Source: an optimization exercise on an open RTL-to-GDS flow (aim: small area, a short achievable clock period and few clock cycles). Production flows keep margins and buffers that such runs may drop. No functional check of the RTL was part of any run shown here.

### flow/flow/run.sh
#!/bin/bash
# Own layout flow: the standard ORFS flow (standard.sh, unchanged
# synthesis) with the make settings listed in flow/knobs.txt (one per line):
# smaller port buffers and clock buffers, and timing repair aimed past the
# clock period. Each tool's full output goes to its ORFS log under orfs/logs/;
# make's own output goes to flow_make.log in the work folder.
set -euo pipefail
args=()
while IFS= read -r line; do
  [[ -z "$line" || "$line" == \#* ]] && continue
  args+=("$line")
done < flow/knobs.txt
bash standard.sh "${args[@]}" finish > flow_make.log 2>&1
### flow/flow/knobs.txt
BUFFER_PORTS_ARGS=-buffer_cell sky130_fd_sc_hd__buf_1
SETUP_SLACK_MARGIN=7.8
CTS_ARGS=-sink_clustering_enable -repair_clock_nets -dont_use_dummy_load -buf_list sky130_fd_sc_hd__clkbuf_8 -sink_clustering_size 40 -sink_clustering_max_diameter 100
### flow/standard.sh
#!/bin/bash
# synth_recipe.tcl (not shown) runs the flow's synth.tcl, then flattens the netlist and writes it again
# the make line also repeats each setting of config.mk as NAME=value (left out here)
make -C /OpenROAD-flow-scripts/flow DESIGN_CONFIG=/design/flow/config.mk WORK_HOME=/design/flow/orfs CLKGATE_MAP_FILE= SYNTH_SCRIPT=/design/flow/synth_recipe.tcl "${@:-finish}"
### flow/config.mk
export PLATFORM = sky130hd
export DESIGN_NAME = linear_layer_with_mem
export DESIGN_NICKNAME = linear_layer_with_mem
export VERILOG_FILES = /design/flow/design.v
export SDC_FILE = /design/flow/constraint.sdc
export NUM_CORES = 8
export LEC_CHECK = 0
export CAP_MARGIN = 20
export CORE_MARGIN = 2
export CORE_UTILIZATION = 65
export PLACE_DENSITY = 0.8
export SLEW_MARGIN = 20
export SYNTH_HIERARCHICAL = 1
export SYNTH_MINIMUM_KEEP_SIZE = 0
### flow/constraint.sdc
create_clock -name core_clock -period 11.0 [get_ports {clk}]
set_input_delay 2.2000 -clock core_clock [delete_from_list [all_inputs] [get_ports {clk}]]
set_output_delay 2.2000 -clock core_clock [all_outputs]
set_load 0.01 [all_outputs]
### flow/design.v
module linear_layer_with_mem #(
    parameter DATA_WIDTH    = 8,
    parameter W_WIDTH       = 8,
    parameter ACC_WIDTH     = 32,
    parameter ADDR_WIDTH    = 8,
    parameter DATABUS_WIDTH = 32,
    parameter N = 8,
    parameter M = 8
)(
    input  wire clk,
    input  wire rst,
    input  wire start,
    input  wire [ADDR_WIDTH-1:0] activ_base,
    input  wire [ADDR_WIDTH-1:0] weight_base,
    input  wire [ADDR_WIDTH-1:0] bias_base,
    input  wire [ADDR_WIDTH-1:0] output_base,
    output reg mem_w,
    output reg mem_sel,
    output reg done,
    output reg out_valid,
    output wire [ADDR_WIDTH-1:0]    address_bus,
    input  wire [DATABUS_WIDTH-1:0] data_bus_in,
    output wire [DATABUS_WIDTH-1:0] data_bus_out,
    input  wire                     ready
);
    localparam PH_IDLE = 3'd0, PH_ACT = 3'd1, PH_BIAS = 3'd2, PH_WGT = 3'd3,
               PH_OUT = 3'd4, PH_DONE = 3'd5;
    reg [2:0] phase;
    reg [2:0] i, j;        
    reg [1:0] k;           
    reg       busy;        
    reg       rdy_q, rdy_qq;    
    reg       ov1;
    reg [7:0]  act [0:7];
    reg [6:0]  wq;         
    reg [15:0] bl;         
    reg        pneg;       
    reg        psgn;       
    reg [31:0] r;
    reg [7:0]  address;
    assign address_bus  = address;
    assign data_bus_out = r;
    wire xfer = mem_sel & ready;
    wire [7:0] a = act[0];
    wire w0 = data_bus_in[0];
    wire w1 = data_bus_in[1];
    wire [9:0] ppx_new = (({10{w0}} & {{2{a[7]}}, a}) |
                          ({10{w1 & ~w0}} & {a[7], a, 1'b0})) ^ {10{w1}};
    wire [2:0] trip = wq[2:0];
    wire s_neg = trip[2] & ~(trip[1] & trip[0]);
    wire s_one = trip[1] ^ trip[0];
    wire s_two = (trip[2] & ~trip[1] & ~trip[0]) | (~trip[2] & trip[1] & trip[0]);
    wire [9:0] ppx_s = (({10{s_one}} & {{2{a[7]}}, a}) |
                        ({10{s_two}} & {a[7], a, 1'b0})) ^ {10{s_neg}};
    reg  [15:0] bl_s;
    always @* begin
        case (k)
            2'd0: bl_s = {{4{ppx_s[9]}}, ppx_s, {2{s_neg}}};
            2'd1: bl_s = {{2{ppx_s[9]}}, ppx_s, {4{s_neg}}};
            default: bl_s = {ppx_s, {6{s_neg}}};
        endcase
    end
    wire new_w   = xfer & (phase == PH_WGT);
    wire more    = busy & (k != 2'd3);
    wire [15:0] bl_n   = new_w ? {{6{ppx_new[9]}}, ppx_new} : more ? bl_s : 16'd0;
    wire        pneg_n = new_w ? w1 : more & s_neg;
    wire        psgn_n = new_w ? ppx_new[9] : more & ppx_s[9];
    wire [15:0] lsum;
    wire        c16;
    llwm_add16 u_add (.a(r[15:0]), .b(bl), .ci(pneg), .s(lsum), .co(c16));
    wire [15:0] hi1, hi0;
    llwm_hi u_hi (.h(r[31:16]), .sgn(psgn), .o1(hi1), .o0(hi0));
    wire [31:0] sum = {c16 ? hi1 : hi0, lsum};
    reg [7:0] nbase, noff;
    always @* begin
        case (phase)
            PH_BIAS: begin nbase = bias_base;   noff = {5'd0, i}; end
            PH_WGT:  begin nbase = weight_base; noff = {2'd0, i, j}; end
            PH_OUT:  begin nbase = output_base; noff = {5'd0, i}; end
            default: begin nbase = activ_base;  noff = {5'd0, j}; end
        endcase
    end
    always @(posedge clk or posedge rst) begin
        if (rst) begin
            phase <= PH_IDLE;
            i <= 0; j <= 0; k <= 0;
            busy <= 0; rdy_q <= 0; rdy_qq <= 0;
            mem_sel <= 0; mem_w <= 0;
            done <= 0; out_valid <= 0; ov1 <= 0;
        end else begin
            rdy_q <= xfer;
            rdy_qq <= rdy_q;
            ov1 <= xfer & mem_w;
            out_valid <= (xfer & mem_w) | ov1;
            mem_w <= (phase == PH_OUT);
            if (busy) begin
                k <= k + 2'd1;
                if (k == 2'd3) busy <= 0;
            end
            case (phase)
                PH_IDLE: if (start) begin
                    phase <= PH_ACT;
                    mem_sel <= 1;
                end
                PH_DONE: ;
                default: begin
                    mem_sel <= ~xfer;
                    if (xfer) begin
                        case (phase)
                            PH_ACT: begin
                                j <= j + 3'd1;
                                if (j == 3'd7) phase <= PH_BIAS;
                            end
                            PH_BIAS: phase <= PH_WGT;
                            PH_WGT: begin
                                busy <= 1;
                                j <= j + 3'd1;
                                if (j == 3'd7) phase <= PH_OUT;
                            end
                            default: begin
                                i <= i + 3'd1;
                                if (i == 3'd7) begin
                                    phase <= PH_DONE;
                                    done <= 1;
                                end else
                                    phase <= PH_BIAS;
                            end
                        endcase
                    end
                end
            endcase
        end
    end
    wire rot = busy & (k == 2'd3);
    integer n;
    always @(posedge clk) begin
        if (phase == PH_IDLE)
            address <= activ_base;
        else if (rdy_q)
            address <= nbase;
        else
            address <= address + (rdy_qq ? noff : 8'd0);
        wq <= busy ? {2'b00, wq[6:2]} : data_bus_in[7:1];
        bl <= bl_n;
        pneg <= pneg_n;
        psgn <= psgn_n;
        if (phase == PH_ACT)
            act[7] <= data_bus_in[7:0];
        else if (rot)
            act[7] <= act[0];
        if ((rdy_q && phase == PH_ACT) || rot)
            for (n = 0; n < 7; n = n + 1) act[n] <= act[n+1];
        r <= (phase == PH_BIAS) ? data_bus_in : sum;
    end
endmodule
module llwm_add16 (
    input  wire [15:0] a,
    input  wire [15:0] b,
    input  wire        ci,
    output wire [15:0] s,
    output wire        co
);
    wire [15:0] g0 = a & b;
    wire [15:0] p0 = a ^ b;
    reg  [15:0] G [0:4];
    reg  [15:0] P [0:4];
    integer lv, n;
    always @* begin
        G[0] = g0; P[0] = p0;
        for (lv = 0; lv < 4; lv = lv + 1) begin
            G[lv+1] = G[lv]; P[lv+1] = P[lv];
            for (n = (1 << lv); n < 16; n = n + 1) begin
                G[lv+1][n] = G[lv][n] | (P[lv][n] & G[lv][n - (1 << lv)]);
                P[lv+1][n] = P[lv][n] & P[lv][n - (1 << lv)];
            end
        end
    end
    wire [16:0] c = {G[4] | (P[4] & {16{ci}}), ci};
    assign s  = p0 ^ c[15:0];
    assign co = c[16];
endmodule
module llwm_hi (
    input  wire [15:0] h,
    input  wire        sgn,
    output wire [15:0] o1,
    output wire [15:0] o0
);
    wire [15:0] all1, all0;
    assign all1[0] = 1'b1;
    assign all0[0] = 1'b1;
    genvar gi;
    generate for (gi = 1; gi < 16; gi = gi + 1) begin : pre
        assign all1[gi] = &h[gi-1:0];
        assign all0[gi] = ~|h[gi-1:0];
    end endgenerate
    assign o1 = h ^ ({16{~sgn}} & all1);
    assign o0 = h ^ ({16{sgn}} & all0);
endmodule
==> results of run 1 <==
[modules after synthesis, one instance, submodules excluded]
module                 times used  cells inside
linear_layer_with_mem           1           543
llwm_add16                      1           106
llwm_hi                         1            78
[worst paths after layout]
path                       slack (ns)    endpoint  startpoint  cells past startpoint
min in group asynchronous        1.83      rdy_qq         rst                      2
min reg2reg                      0.42   act[0][2]   act[1][2]                      0
min                              0.42   act[0][2]   act[1][2]                      0
max                              7.82       mem_w       mem_w                      1
max in group asynchronous        8.64    phase[0]         rst                      2
max reg2reg                      8.05  address[6]    phase[2]                     13
[metrics by stage]
stage	utilization (%)	hold slack (ns)	instance area [µm²]
2_1_floorplan	-	0.352	7810
3_3_place_gp	69.5	0.401	8250
3_5_place_dp	69.5	0.405	8250
4_1_cts	73.0	0.421	8660
5_1_grt	74.0	0.427	8780
6_report	74.0	0.415	8780
[area by class of cell]
type	instances	area, µm²
Multi-Input combinational cell	528	3970
Sequential cell	146	3720
Fill cell	846	3080
Timing Repair Buffer	132	609
Clock buffer	17	234
Tap cell	147	184
Inverter	17	63.8
[what timing repair did]
item	4_1_cts	5_1_grt
resized for setup	54	19
gates cloned	2	0
setup buffers	10	9
pin swaps	1	0
setup endpoints to repair	37	26
[cells in the mapped netlist, types with 7 or more instances]
library cell / count / area (µm²)
nor2b_1: 7 / 43.8
edfxtp_1: 64 / 1920
a21oi_1: 38 / 190
nor3_1: 10 / 50.1
nand3_1: 15 / 75.1
o211ai_1: 7 / 52.6
mux2i_1: 30 / 300
ha_1: 32 / 400
a22oi_1: 8 / 60.1
nand2_1: 71 / 267
clkbuf_1: 16 / 60.1
nand4_1: 7 / 43.8
o21ai_1: 9 / 45.0
buf_2: 14 / 70.1
dfxtp_1: 63 / 1260
xor2_1: 29 / 254
a221oi_1: 10 / 87.6
a21o_1: 8 / 60.1
mux2_2: 34 / 383
nand2b_1: 10 / 62.6
xnor2_1: 24 / 210
nor2_1: 30 / 113
dfrtp_1: 19 / 475
inv_1: 16 / 60.1
and3_1: 10 / 62.6
o21ai_0: 39 / 195
[metal layers]
layer | wire (µm) | track usage [%] | vias to the layer above
li1 | - | - | 2920
met1 | 7810 | 36.9 | 2868
met2 | 7990 | 42.7 | 225
met3 | 1010 | 5.47 | 29
met4 | 280 | 8.78 | 0
met5 | 0 | 0 | -
[sequential cells by signal, summed over array words and instances, names as in the netlist, 2 cells and up]
signal	cells
act	64
r	32
bl	14
address	8
wq	7
i	3
j	3
phase	3
k	2
[cells by family (layout without fill, tap and decap cells)]
kind of cell | Yosys count | after routing | share of synthesized area, %
fa+ha+maj | 34 | 34 | 5.64
compound gates | 179 | 179 | 15.5
xor+xnor | 53 | 53 | 5.95
mux | 65 | 65 | 8.90
flops | 146 | 146 | 46.9
simple gates | 195 | 197 | 13.9
buf+inv | 55 | 166 | 3.22
==> flow_metrics.env, run 1 <==
export IMPL_cp_slowest_stage_delay_ns=0.40
export IMPL_route_vias_total=6042
export IMPL_hpwlAfterDp_mm=12.1
export IMPL_crit_arrival_ns=0.98
export IMPL_io_pins=112
export IMPL_drt_iter0_markers=621
export IMPL_path_delay_family="flip-flops"
export IMPL_ant_nets=0
export IMPL_slew_viol_final=0
export IMPL_port_buffers=111
export IMPL_synth_edf_count=64
export IMPL_avgSynthCellArea_um2=10.7
export IMPL_synth_fp_nets=829
export IMPL_required_ns=8.80
export IMPL_drt_first_pass_iters=5
export IMPL_area_delta_synth_final_pct=12.5
export IMPL_die_y_um=114
export IMPL_wl_per_cell_um=17.3
export IMPL_grt_first_pass_wirelength_mm=27.0
export IMPL_synth_cell_types=81
export IMPL_cts_buffer_depth=2
export IMPL_clock_sinks=146
export IMPL_rows=40
export IMPL_cts_buffers=17
export IMPL_period_needed_ns=3.18
export IMPL_fmax_mhz=314
export IMPL_async_reset_ff_share_pct=13.0
export IMPL_crit_type="register to output pin"
export IMPL_yosys_register_bits=146
export IMPL_placed_cells=949
export IMPL_start_kind="register"
export IMPL_grt_total_usage_pct=26.7
export IMPL_synthesis_instances=727
export IMPL_clk_pin_slew_ns=0.07
export IMPL_worst_pin_slew_ns=1.03
export IMPL_grt_ovfl_total=0
export IMPL_fin_skew_ns=0.0263
export IMPL_dieArea_um2=12900
export IMPL_path_cells="clkbuf_2"
export IMPL_ys_seq_area_share_pct=46.9
export IMPL_grt_pass1_vias=5676
export IMPL_vias_per_cell=6.12
export IMPL_critPathCaptureType="output pin"
export IMPL_period_share_pct=28.9
export IMPL_netlist_area_um2=7800
export IMPL_hold_viol_final=0
export IMPL_gp_congestion=0.930
export IMPL_final_layout_size_suffix_gt1_share_pct=19.0
export IMPL_pre_cts_ws_ns=7.09
export IMPL_wl_mm=17.1
export IMPL_max_cap_violations=0
export IMPL_route_detailed_drc=0
export IMPL_status="complete, no violations"
export IMPL_crit_slowest_cell="dfrtp_1"
export IMPL_ys_flop_type="edfxtp_1"
export IMPL_grt_max_degree=57
export IMPL_yosysWarningCount=11
export IMPL_nets=944
export IMPL_fin_ws_ns=7.82
export IMPL_antenna_found_initial=0
export IMPL_cts_root_buf="clkbuf_8"
export IMPL_die_width_um=114
export IMPL_start_util_pct=65.8
export IMPL_crit_fanout=2
export IMPL_diodes=0
export IMPL_relSlewSlack_pct=30.5
export IMPL_core_region_area_um2=11900
export IMPL_clkLatencyLatePin_ns=0.45
export IMPL_tritoncts="done"
export IMPL_htreeDepth=4
export IMPL_min_path_type="register to register"
export IMPL_post_layout_nonfiller_instances=987
export IMPL_grt_setup_unrepaired="yes"
export IMPL_final_setup_tns_ns=0
export IMPL_path_buf_inv=1
export IMPL_final_cell_mix="buf_1, nand2_1, edfxtp_1"
export IMPL_ctsHoldBuffers=0
export IMPL_setup_violations=0
export IMPL_final_common_cell="buf_1"
==> inputs of run 2 (changes only) <==
==> flow/design.v (replaced) <==
module linear_layer_with_mem #(
    parameter DATA_WIDTH    = 8,
    parameter W_WIDTH       = 8,
    parameter ACC_WIDTH     = 32,
    parameter ADDR_WIDTH    = 8,
    parameter DATABUS_WIDTH = 32,
    parameter N = 8,
    parameter M = 8
)(
    input  wire clk,
    input  wire rst,
    input  wire start,
    input  wire [ADDR_WIDTH-1:0] activ_base,
    input  wire [ADDR_WIDTH-1:0] weight_base,
    input  wire [ADDR_WIDTH-1:0] bias_base,
    input  wire [ADDR_WIDTH-1:0] output_base,
    output reg mem_w,
    output reg mem_sel,
    output reg done,
    output reg out_valid,
    output wire [ADDR_WIDTH-1:0]    address_bus,
    input  wire [DATABUS_WIDTH-1:0] data_bus_in,
    output wire [DATABUS_WIDTH-1:0] data_bus_out,
    input  wire                     ready
);
    localparam PH_IDLE = 3'd0, PH_ACT = 3'd1, PH_BIAS = 3'd2, PH_WGT = 3'd3,
               PH_OUT = 3'd4, PH_DONE = 3'd5;
    reg [2:0] phase;
    reg [2:0] i, j;
    reg [1:0] k;           
    reg       busy;        
    reg       ov1;
    reg [7:0]  act [0:7];  
    reg [8:0]  wq;         
    reg [31:0] r;          
    reg [7:0]  address;
    assign address_bus  = address;
    assign data_bus_out = r;
    wire xfer = mem_sel & ready;
    wire [7:0] a  = act[0];
    wire       neg = wq[2] & ~(wq[1] & wq[0]);
    wire       one = wq[1] ^ wq[0];
    wire       two = (wq[2] & ~wq[1] & ~wq[0]) | (~wq[2] & wq[1] & wq[0]);
    wire [9:0] mag = one ? {{2{a[7]}}, a} : two ? {a[7], a, 1'b0} : 10'd0;
    wire [9:0] pp  = neg ? -mag : mag;
    wire [31:0] pps = {{22{pp[9]}}, pp} << {k, 1'b0};
    reg [7:0] nbase, noff;
    reg [2:0] nphase;
    always @* begin
        nphase = phase;
        case (phase)
            PH_ACT:  nphase = (j == 3'd7) ? PH_BIAS : PH_ACT;
            PH_BIAS: nphase = PH_WGT;
            PH_WGT:  nphase = (j == 3'd7) ? PH_OUT : PH_WGT;
            PH_OUT:  nphase = (i == 3'd7) ? PH_DONE : PH_BIAS;
            default: nphase = phase;
        endcase
    end
    wire [2:0] j1 = j + 3'd1;
    wire [2:0] i_n = (phase == PH_OUT) ? i + 3'd1 : i;
    wire [2:0] j_n = (phase == PH_ACT || phase == PH_WGT) ? j1 : j;
    always @* begin
        case (nphase)
            PH_ACT:  begin nbase = activ_base;  noff = {5'd0, j_n}; end
            PH_BIAS: begin nbase = bias_base;   noff = {5'd0, i_n}; end
            PH_WGT:  begin nbase = weight_base; noff = {2'd0, i_n, j_n}; end
            default: begin nbase = output_base; noff = {5'd0, i_n}; end
        endcase
    end
    integer n;
    always @(posedge clk or posedge rst) begin
        if (rst) begin
            phase <= PH_IDLE;
            i <= 0; j <= 0; k <= 0;
            busy <= 0;
            mem_sel <= 0; mem_w <= 0;
            done <= 0; out_valid <= 0; ov1 <= 0;
        end else begin
            ov1 <= xfer & mem_w;
            out_valid <= (xfer & mem_w) | ov1;
            if (busy) begin
                k <= k + 2'd1;
                if (k == 2'd3) busy <= 0;
            end
            case (phase)
                PH_IDLE: if (start) begin
                    phase <= PH_ACT;
                    mem_sel <= 1;
                end
                PH_DONE: ;
                default: begin
                    if (xfer) begin
                        mem_sel <= 0;
                        phase <= nphase;
                        i <= i_n;
                        j <= j_n;
                        mem_w <= (nphase == PH_OUT);
                        if (nphase == PH_DONE) done <= 1;
                        if (phase == PH_WGT) begin
                            busy <= 1;
                            k <= 0;
                        end
                    end else begin
                        mem_sel <= 1;
                    end
                end
            endcase
        end
    end
    always @(posedge clk) begin
        if (phase == PH_IDLE)
            address <= activ_base;
        else if (xfer)
            address <= nbase + noff;
        if (xfer && phase == PH_ACT) begin
            for (n = 0; n < 7; n = n + 1) act[n] <= act[n+1];
            act[7] <= data_bus_in[7:0];
        end else if (busy && k == 2'd3) begin
            for (n = 0; n < 7; n = n + 1) act[n] <= act[n+1];
            act[7] <= act[0];
        end
        if (xfer && phase == PH_WGT)
            wq <= {data_bus_in[7:0], 1'b0};
        else if (busy)
            wq <= {2'b00, wq[8:2]};
        if (xfer && phase == PH_BIAS)
            r <= data_bus_in;
        else if (busy)
            r <= r + pps;
    end
endmodule
==> flow/run.sh (new file) <==
#!/bin/bash
# synth_recipe.tcl (not shown) runs the flow's synth.tcl, then flattens the netlist and writes it again
# the make line also repeats each setting of config.mk as NAME=value (left out here)
make -C /OpenROAD-flow-scripts/flow DESIGN_CONFIG=/design/flow/config.mk WORK_HOME=/design/flow/orfs CLKGATE_MAP_FILE= SYNTH_SCRIPT=/design/flow/synth_recipe.tcl finish
--- a/flow/config.mk
+++ b/flow/config.mk
@@ -7,8 +7,5 @@
 export LEC_CHECK = 0
 export CAP_MARGIN = 20
 export CORE_MARGIN = 2
-export CORE_UTILIZATION = 65
-export PLACE_DENSITY = 0.8
+export CORE_UTILIZATION = 40
 export SLEW_MARGIN = 20
-export SYNTH_HIERARCHICAL = 1
-export SYNTH_MINIMUM_KEEP_SIZE = 0
removed: flow/flow/run.sh
removed: flow/flow/knobs.txt
removed: flow/standard.sh
==> run 2 against run 1 <==
Compared with the run above: still clean; die area rose by 62%; synthesized area rose by 1.5%; clock-buffer cell count did not move; cell area rose by 13%; clock skew fell by 0.016 ns; register-to-register slack got worse by 2.3 ns; largest cell class unchanged.
==> flow_metrics.env, run 2 <==
export IMPL_status="complete, no violations"
export IMPL_fin_skew_ns=0.0102
export IMPL_crit_path_start="wq[1]"
export IMPL_netlist_area_um2=7920
export IMPL_yosysTopAreaCell="edfxtp_1"
export IMPL_synth_cell_types=67
export IMPL_multiInputGateArea_um2=3920
export IMPL_synth_top_area_share_pct=42.4
export IMPL_ys_flop_type="edfxtp_1"
export IMPL_grt_pass1_vias=6073
export IMPL_cts_buffer_depth=2
export IMPL_synth_simple_area_share_pct=14.6
export IMPL_worstSetupEndpoint="r[26]"
export IMPL_worst_pin_slew_ns=1.01
export IMPL_final_setup_tns_ns=0
export IMPL_cts_buffers=17
export IMPL_critPathCaptureType="register"
export IMPL_final_common_cell="edfxtp_1"
export IMPL_grt_max_degree=65
export IMPL_ys_seq_area_share_pct=48.1
export IMPL_r2r_cells=19
export IMPL_start_util_pct=40.7
export IMPL_clock_sinks=130
export IMPL_largest_reg_flops=64
export IMPL_synthesis_instances=766
export IMPL_grt_total_usage_pct=19.1
export IMPL_slew_viol_final=0
export IMPL_yosysMostFrequentCell="edfxtp_1"
export IMPL_timing_rr_start="wq[1]"
export IMPL_crit_type="register to register"
export IMPL_die_width_um=145
export IMPL_clkLatencyLatePin_ns=0.43
export IMPL_relSlewSlack_pct=32.7
export IMPL_synth_fp_nets=880
export IMPL_route_vias_total=6212
export IMPL_die_y_um=145
export IMPL_required_ns=11.15
export IMPL_drt_iter0_markers=360
export IMPL_htreeDepth=4
export IMPL_fmax_mhz=191
export IMPL_nets=983
export IMPL_tritoncts="done"
export IMPL_grt_setup_unrepaired="no"
export IMPL_dieArea_um2=21000
export IMPL_hpwlAfterDp_mm=14.1
export IMPL_yosysWarningCount=2
export IMPL_gp_congestion=0.899
export IMPL_synthTopCellsByCount="edfxtp_1, a21oi_1, nand2_1"
export IMPL_diodes=0
export IMPL_core_region_area_um2=19500
export IMPL_yosys_register_bits=130
export IMPL_reg_top3="act: 64 flops, r: 32 flops, wq: 9 flops"
export IMPL_wl_per_cell_um=16.9
export IMPL_top_register="act"
export IMPL_synth_area_leaders="edfxtp_1, ha_1, dfrtp_1, a21oi_1, nand2_1"
export IMPL_cts_resized=0
export IMPL_start_kind="register"
export IMPL_rows=51
export IMPL_max_cap_violations=0
export IMPL_r2r_end="r[26]"
export IMPL_synth_top_family_by_area="compound AO/OA/AOI/OAI gates"
export IMPL_vias_per_cell=5.42
export IMPL_wl_mm=19.4
export IMPL_crit_fanout=19
export IMPL_period_share_pct=47.7
export IMPL_min_path_type="register to register"
export IMPL_synth_compound_area_share_pct=19.2
export IMPL_avgSynthCellArea_um2=10.3
export IMPL_grt_ovfl_total=0
export IMPL_worst_r2r_setup_slack_ns=5.76
export IMPL_cts_root_buf="clkbuf_16"
export IMPL_hold_viol_final=0
export IMPL_crit_arrival_ns=5.39
export IMPL_synth_adder_area_share_pct=7.45
export IMPL_antenna_found_initial=0
export IMPL_route_detailed_drc=0
export IMPL_period_needed_ns=5.24
export IMPL_synthMuxAreaShare_pct=3.85
export IMPL_area_delta_synth_final_pct=24.9
export IMPL_final_cell_mix="edfxtp_1, clkdlybuf4s50_1, nand2_1, a21oi_1, nor2_1"
export IMPL_async_reset_ff_share_pct=13.1
export IMPL_port_buffers=111
export IMPL_io_pins=112
export IMPL_clk_pin_slew_ns=0.07
export IMPL_ant_nets=0
export IMPL_fillerInstances=1755
export IMPL_cts_setup_buffers=0
export IMPL_synth_xor_area_share_pct=4.31
export IMPL_drt_first_pass_iters=5
export IMPL_grt_first_pass_wirelength_mm=30.9
export IMPL_final_layout_size_suffix_gt1_share_pct=8.16
export IMPL_setup_violations=0
export IMPL_regArea_um2=3810
export IMPL_synth_edf_count=112
export IMPL_ctsHoldBuffers=0
==> run 2: logic make-up (layout without fill, tap and decap cells) <==
group	Yosys count	count (layout)
multiplexers	28	28
XOR/XNOR	39	39
AO/OA/AOI/OAI	233	233
adder cells (fa/ha/maj)	46	46
buffers and inverters	53	169
flip-flops	130	130
AND/OR/NAND/NOR	237	237
==> run 2: worst min path at each step <==
stage	startpoint	to	slack, ns	cells past startpoint
finish	act[6][1]	act[5][1]	0.41	0
global placement	act[7][4]	act[6][4]	0.40	0
CTS	act[6][1]	act[5][1]	0.41	0
detailed placement	act[1][2]	act[0][2]	0.40	0
global route	act[6][1]	act[5][1]	0.42	0
floorplan	act[1][0]	act[0][0]	0.40	0
==> run 2: metrics by stage <==
| step | instance area, µm² | setup WS [ns] | hold slack (ns) | std cells | utilization (%) |
|---|---|---|---|---|---|
| final | 9900 | 5.76 | 0.413 | 1147 | 50.9 |
| after global routing | 9900 | 5.33 | 0.423 | 1147 | 50.9 |
| after CTS | 9900 | 5.80 | 0.414 | 1147 | 50.9 |
| after detailed placement | 9290 | 5.82 | 0.405 | 1115 | 47.7 |
| after global placement | 9290 | 5.90 | 0.401 | 1115 | 47.7 |
| after floorplan | 7920 | 6.02 | 0.400 | 766 | - |
==> run 2: routing by layer <==
layer / vias to the layer above / part of all wire [%] / global-route usage (%)
li1: 3066 / - / -
met1: 2971 / 46 / 24.8
met2: 150 / 49 / 32.0
met3: 25 / 3.7 / 3.92
met4: 0 / 1.7 / 5.93
met5: - / 0 / 0
==> run 2: final cells by class <==
| cell class | count | share of cell area, % |
|---|---|---|
| Tap cell | 265 | 3.35 |
| Timing Repair Buffer | 116 | 11.6 |
| Clock buffer | 17 | 4.30 |
| Sequential cell | 130 | 38.5 |
| Multi-Input combinational cell | 583 | 39.6 |
| Clock inverter | 15 | 1.88 |
| Inverter | 21 | 0.796 |
==> run 2: worst max-delay path, cell delays in order (launching register included) <==
cell      delay [ns]
edfxtp_1        0.44
ha_1            0.52
or3_1           0.59
nand2_1         0.14
ha_1            0.21
o21ai_0         0.19
a22oi_1         0.25
a31oi_1         0.10
nor2_1          0.12
a21oi_1         0.07
a21o_1          0.22
ha_1            0.36
and2_1          0.19
a311o_1         0.29
a221o_1         0.39
a211oi_2        0.24
a21oi_2         0.14
a31oi_1         0.23
xor2_1          0.17
a21oi_1         0.08
==> inputs of run 3 (changes only) <==
==> flow/design.v (replaced) <==
module linear_layer_with_mem #(
    parameter DATA_WIDTH    = 8,
    parameter W_WIDTH       = 8,
    parameter ACC_WIDTH     = 32,
    parameter ADDR_WIDTH    = 8,
    parameter DATABUS_WIDTH = 32,
    parameter N = 8,
    parameter M = 8
)(
    input  wire clk,
    input  wire rst,
    input  wire start,
    input  wire [ADDR_WIDTH-1:0] activ_base,
    input  wire [ADDR_WIDTH-1:0] weight_base,
    input  wire [ADDR_WIDTH-1:0] bias_base,
    input  wire [ADDR_WIDTH-1:0] output_base,
    output reg mem_w,
    output reg mem_sel,
    output reg done,
    output reg out_valid,
    output wire [ADDR_WIDTH-1:0]    address_bus,
    input  wire [DATABUS_WIDTH-1:0] data_bus_in,
    output wire [DATABUS_WIDTH-1:0] data_bus_out,
    input  wire                     ready
);
    integer i, j;
    (* mem2reg *) reg signed [DATA_WIDTH-1:0] activations [0:N-1];
    (* mem2reg *) reg signed [W_WIDTH-1:0]    weights     [0:M-1][0:N-1];
    (* mem2reg *) reg signed [ACC_WIDTH-1:0]  bias        [0:M-1];
    reg signed [ACC_WIDTH-1:0]  acc;
    typedef enum logic [2:0] {
        IDLE,
        LOAD_ACTIV,
        LOAD_WEIGHTS,
        LOAD_BIAS,
        COMPUTE,
        WRITE_OUT,
        NEXT,
        FINISH
    } state_t;
    (* fsm_encoding = "none" *) state_t state;
    reg [ADDR_WIDTH-1:0] address;
    assign address_bus = address;
    reg [DATABUS_WIDTH-1:0] data;
    assign data_bus_out = data;
    reg stall;  
    always @(posedge clk or posedge rst) begin
        if (rst) begin
            state <= IDLE;
            i <= 0; j <= 0;
            mem_w <= 0; mem_sel <= 0;
            done <= 0; out_valid <= 0;
            acc <= 0;
            address <= 0; data <= 0;
            stall <= 0;
        end else begin
            if (stall) begin
                mem_sel <= 0;
                mem_w   <= 0;
                stall   <= 0;
            end else begin
                case(state)
                IDLE: begin
                    done <= 0;
                    out_valid <= 0;
                    mem_sel <= 0;
                    mem_w   <= 0;
                    if (start) begin
                        i <= 0;
                        address <= activ_base;
                        state <= LOAD_ACTIV;
                    end
                end
                LOAD_ACTIV: begin
                    mem_sel <= 1;
                    mem_w   <= 0;
                    if (ready) begin
                        activations[i] <= data_bus_in[DATA_WIDTH-1:0];
                        i <= i + 1;
                        address <= address + 1;
                        mem_sel <= 0;
                        stall <= 1;  
                        if (i == N-1) begin
                            i <= 0; j <= 0;
                            address <= weight_base;
                            state <= LOAD_WEIGHTS;
                        end
                    end
                end
                LOAD_WEIGHTS: begin
                    mem_sel <= 1;
                    mem_w   <= 0;
                    if (ready) begin
                        weights[i][j] <= data_bus_in[W_WIDTH-1:0];
                        j <= j + 1;
                        address <= address + 1;
                        mem_sel <= 0;
                        stall <= 1;
                        if (i == M-1 && j == N-1) begin
                            i <= 0; j <= 0;
                            address <= bias_base;
                            state <= LOAD_BIAS;
                        end else if (j == N-1) begin
                            j <= 0; i <= i + 1;
                        end
                    end
                end
                LOAD_BIAS: begin
                    mem_sel <= 1;
                    mem_w   <= 0;
                    if (ready) begin
                        bias[i] <= data_bus_in[ACC_WIDTH-1:0];
                        i <= i + 1;
                        address <= address + 1;
                        mem_sel <= 0;
                        stall <= 1;
                        if (i == M-1) begin
                            i <= 0; j <= 0;
                            acc <= bias[0];
                            state <= COMPUTE;
                        end
                    end
                end
                COMPUTE: begin
                    acc <= acc + activations[j] * weights[i][j];
                    if (j == N-1) begin
                        data <= acc + activations[j] * weights[i][j];
                        address <= output_base + i;
                        state <= WRITE_OUT;
                        j <= 0;
                    end else begin
                        j <= j + 1;
                    end
                end
                WRITE_OUT: begin
                    mem_sel <= 1;
                    mem_w   <= 1;
                    if (ready) begin
                        mem_sel <= 0;
                        mem_w   <= 0;
                        stall   <= 1;
                        out_valid <= 1;
                        state <= NEXT;
                    end
                end
                NEXT: begin
                    out_valid <= 0;
                    if (i == M-1) begin
                        state <= FINISH;
                    end else begin
                        i <= i + 1;
                        acc <= bias[i+1];
                        state <= COMPUTE;
                    end
                end
                FINISH: begin
                    done <= 1;
                end
                endcase
            end
        end
    end
endmodule
==> run 3 against run 2 <==
Compared with the run above: clock-buffer cell count is 114 higher; via count grew to 4.8 times the previous value; still clean; die area grew to 5.5 times the previous value; sequential share of layout area is 17 points higher.
==> flow_metrics.env, run 3 <==
export IMPL_status="complete, no violations"
export IMPL_start_kind="register"
export IMPL_final_setup_tns_ns=0
export IMPL_critPathCaptureType="register"
export IMPL_reg_top3="weights: 512 flops, bias: 256 flops, activations: 64 flops"
export IMPL_timing_rr_start="i[0]"
export IMPL_cts_setup_buffers=0
export IMPL_r2r_end="data[22]"
export IMPL_cts_buffer_depth=3
export IMPL_wl_mm=138
export IMPL_final_cell_mix="edfxtp_1, nand2_1, nor2_1"
export IMPL_yosysWarningCount=1
export IMPL_drt_first_pass_iters=8
export IMPL_hpwlAfterDp_mm=88.6
export IMPL_crit_arrival_ns=11.07
export IMPL_async_reset_ff_share_pct=14.8
export IMPL_worst_pin_slew_ns=1.16
export IMPL_cts_buffers=97
export IMPL_clkLatencyLatePin_ns=0.70
export IMPL_route_detailed_drc=0
export IMPL_worstSetupEndpoint="data[22]"
export IMPL_vias_per_cell=6.04
export IMPL_crit_type="register to register"
export IMPL_synth_area_leaders="edfxtp_1, dfrtp_1, fa_1, ha_1, a222oi_1"
export IMPL_ctsHoldBuffers=0
export IMPL_top_register="weights"
export IMPL_die_y_um=338
export IMPL_placed_cells=4756
export IMPL_ys_flop_type="edfxtp_1"
export IMPL_relSlewSlack_pct=22.6
export IMPL_synth_cell_types=95
export IMPL_wl_per_cell_um=28.0
export IMPL_synth_top_area_share_pct=55.8
export IMPL_fin_hold_ws_ns=0.482
export IMPL_post_layout_nonfiller_instances=4938
export IMPL_dieArea_um2=115000
export IMPL_grt_ovfl_total=0
export IMPL_period_needed_ns=10.48
export IMPL_r2r_cells=30
export IMPL_route_vias_total=29800
export IMPL_fillerInstances=9904
export IMPL_worst_r2r_setup_slack_ns=0.52
export IMPL_synthTopCellsByCount="edfxtp_1, nand2_1, nor2_1"
export IMPL_required_ns=11.59
export IMPL_io_pins=112
export IMPL_final_common_cell="edfxtp_1"
export IMPL_avgSynthCellArea_um2=13.8
export IMPL_netlist_area_um2=44800
export IMPL_nets=3665
export IMPL_final_util_pct=46.3
export IMPL_diodes=0
export IMPL_ys_seq_area_share_pct=63.9
export IMPL_crit_slowest_cell="ha_4"
export IMPL_fin_area_um2=51300
export IMPL_synth_edf_count=832
export IMPL_dpl_cell_area_um2=48100
export IMPL_core_region_area_um2=111000
export IMPL_cts_root_buf="clkbuf_16"
export IMPL_grt_first_pass_wirelength_mm=203
export IMPL_yosysTopAreaCell="edfxtp_1"
export IMPL_largest_reg_flops=512
export IMPL_rows=122
export IMPL_crit_fanout=34
export IMPL_drt_iter0_markers=4514
export IMPL_fin_skew_ns=0.0559
export IMPL_synth_fp_nets=3534
export IMPL_path_common_cell="fa_1"
export IMPL_port_buffers=111
export IMPL_gp_congestion=1.01
export IMPL_period_share_pct=95.3
export IMPL_grt_pass1_vias=29400
export IMPL_cp_slowest_stage_delay_ns=0.71
export IMPL_htreeDepth=3
export IMPL_setup_violations=0
export IMPL_ant_nets=0
export IMPL_synthesis_instances=3236
export IMPL_area_delta_synth_final_pct=14.6
export IMPL_yosysMostFrequentCell="edfxtp_1"
export IMPL_grt_total_usage_pct=23.8
export IMPL_yosys_register_bits=976
export IMPL_max_cap_violations=0
export IMPL_final_layout_size_suffix_gt1_share_pct=11.4
export IMPL_antenna_found_initial=2
export IMPL_tritoncts="done"
export IMPL_grt_setup_unrepaired="no"
export IMPL_slew_viol_final=0
export IMPL_grt_max_degree=83
export IMPL_clock_sinks=976
export IMPL_cts_resized=0
export IMPL_start_util_pct=40.4
export IMPL_clk_pin_slew_ns=0.06
export IMPL_die_width_um=338
export IMPL_hold_viol_final=0
export IMPL_fmax_mhz=95.4
export IMPL_min_path_type="register to register"
export IMPL_crit_path_start="i[0]"
run 3: critical path: cells and delay by family (launching register included):
kind                     cells  cell delay (ns)
AO/OA/AOI/OAI               12             3.79
adder cells (fa/ha/maj)      8             3.36
buffers and inverters        5             0.79
flip-flops                   1             0.51
AND/OR/NAND/NOR              5             1.90
run 3: how the worst min path moves through the flow:
stage | start | cells past startpoint | to
finish | acc[5] | 2 | acc[5]
global route | data[21] | 1 | data[21]
CTS | acc[5] | 2 | acc[5]
detailed placement | acc[5] | 2 | acc[5]
global placement | acc[5] | 2 | acc[5]
floorplan | acc[3] | 2 | acc[3]
run 3: cell families (layout without fill, tap and decap cells):
kind of cell             count (synthesis)  in the layout  synth area share, %
flip-flops                             976            976                 63.9
AND/OR/NAND/NOR                        764            764                 8.29
AO/OA/AOI/OAI                          762            762                 12.3
buffers and inverters                  335            549                 3.02
adder cells (fa/ha/maj)                230            230                 8.76
XOR/XNOR                                94             94                 1.89
multiplexers                            75             75                 1.83
run 3: final cells by class:
class	count	area (µm²)	area share, %
inverters	142	541	1.05
repair buffers	225	1940	3.78
well taps	1488	1860	3.63
clock buffers	131	2630	5.12
multi-input cells	1925	15200	29.6
flip-flops and latches	976	28600	55.8
clock inverters	51	519	1.01
run 3: routing by layer:
metal | wire (µm) | global-route usage [%]
met1 | 57100 | 33.4
met2 | 60900 | 35.4
met3 | 14800 | 6.15
met4 | 5630 | 8.96
met5 | 13 | 0
run 3: stage by stage:
stage | setup WS [ns]
after floorplan | 1.69
after global placement | 0.945
after detailed placement | 0.835
after CTS | 0.721
after global routing | 0.0202
final | 0.518

-- what the ideal ports hide --
Ports are ideal in the flow. The routed layouts listed here were re-timed in OpenROAD.
Step 1, drivers: a clkbuf_16 drives clk and a buf_2 each remaining input, both assumed.
Step 2, shift: input delay + t, output delay - t, t = (earliest + latest rising clock arrival at the registers) / 2. This alone moves slack from input paths to output paths.
a / b / c = no drivers / after step 1 / after step 2; a / b = the first two.
run | t (ns) | setup WS [ns] | worst setup path at the end
run 1 | 0.473 | 7.818 / 7.782 / 7.397 | input to register
run 2 | 0.469 | 5.756 / 5.756 / 5.756 | register to register
run 3 | 0.745 | 0.518 / 0.518 / 0.518 | register to register
After both steps every run listed still meets setup and hold. For run 1, which loses most, drivers alone change the setup slack by -0.036 ns; drivers and shift together by -0.421 ns.
